This design comes from an exercise in tuning for small area and a short achievable clock period on the open sky130 flow, not from production work. In this exercise RTL edits were held to simulation tests only and were not proved equivalent to the original.

Design sgbm_aggr_right_left, start of the top module:
module sgbm_aggr_right_left
(
    input wire                           clk,
    input wire                           rst,
    input wire [128*12-1:0]   i_cost,
    input wire                           i_cost_valid,
    input wire  [8-1:0]        i_min_disp,
    input wire  [8-1:0]        i_max_disp,
    input wire                           i_rst_aggr,
    input wire  [12-1:0]         i_P1,
    input wire  [12-1:0]         i_P2,
    output wire [128*12-1:0]   o_cost,
    output wire                          o_valid,
    output reg                           o_aggr_done
);
localparam D = 128;
localparam W = 12;
function automatic [W:0] add_rc(input [W-1:0] a, input [W-1:0] b, input cin);
    reg cy;
    integer i;
    begin
        cy = cin;
        for (i = 0; i < W; i = i + 1) begin
            add_rc[i] = a[i] ^ b[i] ^ cy;
            cy = (a[i] & b[i]) | (cy & (a[i] ^ b[i]));
        end
        add_rc[W] = cy;
    end
endfunction
function automatic lt_rc(input [W-1:0] a, input [W-1:0] b);
    reg cy;
    integer i;
    begin
        cy = 1'b0;
        for (i = 0; i < W; i = i + 1)
            cy = (~a[i] & b[i]) | (~(a[i] & ~b[i]) & cy);
        lt_rc = cy;
    end
endfunction
assign o_valid = i_cost_valid;
reg  [0:D-1][W-1:0]    Lp;
reg  [W-1:0]           m_r;
reg  [W-1:0]           P2_r;      
reg  [W:0]             PP_r;      
reg  [W-1:0]           nP2_r;     
reg  [8-1:0] R_r;
reg                    cost_valid_d1;
wire [0:D-1][W-1:0]    cost_w;
assign cost_w = i_cost;
wire                   first = ~cost_valid_d1;
localparam NG = 8;
wire [NG-1:0][W-1:0]   Dn_g;
wire [NG-1:0][W:0]     K_g;
wire [NG-1:0][W-1:0]   nD_g;
genvar gi;
generate
    for (gi = 0; gi < NG; gi = gi + 1) begin : g_glob
  ...
==> flow/config.mk <==
export PLATFORM = sky130hd
export DESIGN_NAME = sgbm_aggr_right_left
export DESIGN_NICKNAME = sgbm_aggr_right_left
export VERILOG_FILES = /design/flow/design.v
export SDC_FILE = /design/flow/constraint.sdc
export NUM_CORES = 8
export LEC_CHECK = 0
export CAP_MARGIN = 35
export CORE_AREA = 5 5 895 895
export DIE_AREA = 0 0 900 900
export SLEW_MARGIN = 35
export SYNTH_HIERARCHICAL = 1
==> flow/constraint.sdc <==
create_clock -name core_clock -period 33.0 [get_ports {clk}]
set_input_delay 6.6000 -clock core_clock [delete_from_list [all_inputs] [get_ports {clk}]]
set_output_delay 6.6000 -clock core_clock [all_outputs]
set_load 0.01 [all_outputs]
standard.sh (not shown) runs the stock make flow with config.mk's settings and CLKGATE_MAP_FILE= SYNTH_SCRIPT=/design/flow/synth_recipe.tcl, a recipe that flattens the netlist after the stock synthesis.
==> flow/flow/run.sh <==
#!/bin/bash
# Layout flow: the standard ORFS flow (standard.sh), with small port buffers
# and timing repair aimed below the clock period.
set -euo pipefail
bash standard.sh "BUFFER_PORTS_ARGS=-buffer_cell sky130_fd_sc_hd__buf_1" "PLACE_PINS_ARGS=-min_distance 1 -min_distance_in_tracks" SETUP_SLACK_MARGIN=14 finish > flow_make.log 2>&1
The first run passed the timing, DRC and antenna checks.
Next try:
==> flow/flow/run.sh (replaced) <==
#!/bin/bash
# Layout flow: the standard ORFS flow (standard.sh), with small port buffers
# and timing repair aimed below the clock period.
set -euo pipefail
bash standard.sh "BUFFER_PORTS_ARGS=-buffer_cell sky130_fd_sc_hd__buf_1" "PLACE_PINS_ARGS=-min_distance 1 -min_distance_in_tracks" SETUP_SLACK_MARGIN=15 finish > flow_make.log 2>&1
=> The changed run completed with no timing, DRC or antenna violations. Final cell count rose by 1.2%. Die area stays the same. Worst setup slack improves by 1.0 ns. Final area rose by 4.5%. Via count rose by 1.7%. Non-clock buffer count rose by 573. Core utilization rose by 1.9 points. Hold slack improves by 0.0096 ns. Wire length rose by 1.5%. Clock-buffer cell count does not change.

sgbm_aggr_right_left, a different RTL version from the one above (not shown whole).
Size in the first run: roughly 37000 cells after synthesis, ~1600 flip-flops, ~300000 um2 of cells after synthesis.
==> flow/config.mk <==
export PLATFORM = sky130hd
export DESIGN_NAME = sgbm_aggr_right_left
export DESIGN_NICKNAME = sgbm_aggr_right_left
export VERILOG_FILES = /design/flow/design.v
export SDC_FILE = /design/flow/constraint.sdc
export NUM_CORES = 8
export LEC_CHECK = 0
export CAP_MARGIN = 35
export CORE_AREA = 5 5 895 895
export DIE_AREA = 0 0 900 900
export PLACE_DENSITY = 0.75
export SLEW_MARGIN = 35
export SYNTH_HIERARCHICAL = 1
==> flow/constraint.sdc <==
create_clock -name core_clock -period 33.0 [get_ports {clk}]
set_input_delay 6.6000 -clock core_clock [delete_from_list [all_inputs] [get_ports {clk}]]
set_output_delay 6.6000 -clock core_clock [all_outputs]
set_load 0.01 [all_outputs]
==> flow/flow/run.sh <==
#!/bin/bash
# Layout flow: the standard ORFS flow (standard.sh), with small port buffers
# and timing repair aimed below the clock period.
set -euo pipefail
bash standard.sh "BUFFER_PORTS_ARGS=-buffer_cell sky130_fd_sc_hd__buf_2" "PLACE_PINS_ARGS=-min_distance 1 -min_distance_in_tracks" SETUP_SLACK_MARGIN=15 finish > flow_make.log 2>&1
The baseline ended with an error in 5_1_grt.
Next try:
- PLACE_DENSITY: 0.75 -> unset
After rerunning:
- This time the run produced a clean layout
- area after synthesis stays the same
- synthesized cell count is unchanged
Next try:
==> flow/flow/run.sh (replaced) <==
#!/bin/bash
# Layout flow: the standard ORFS flow (standard.sh), with small port buffers
# and timing repair aimed below the clock period.
set -euo pipefail
bash standard.sh "BUFFER_PORTS_ARGS=-buffer_cell sky130_fd_sc_hd__buf_1" "PLACE_PINS_ARGS=-min_distance 1 -min_distance_in_tracks" SETUP_SLACK_MARGIN=15 finish > flow_make.log 2>&1
=> The new run produced a clean layout; synthesized cell count does not change; non-clock buffer count goes up by 110.

afterwards: timing with drivers on the ports:
The results above use ideal ports. As a check the final layouts listed here were re-extracted and re-timed, cells and wires unchanged. Step 1 sets driving cells, clkbuf_16 on the clock port and buf_2 on the other inputs (assumed; they add their load-dependent delay and slew). Step 2, shift: input delay + t, output delay - t, t = (earliest + latest rising clock arrival at the registers) / 2. This alone moves slack from input paths to output paths. Slacks: ideal / step 1 / step 2; pairs: ideal / step 1.
run	t (ns)	setup slack, ns	slew at the worst register clock pin (ns)	pins driven straight from the clock port
the first run of note 1	1.240	13.959 / 13.801 / 14.602	0.08 / 0.08	1
the second run of note 1	1.247	14.981 / 14.811 / 15.357	0.08 / 0.08	1
the second run of note 2	1.259	14.847 / 14.673 / 14.988	0.09 / 0.09	1
the third run of note 2	1.271	14.922 / 14.764 / 15.044	0.08 / 0.08	1
After both steps every run listed still meets setup and hold.
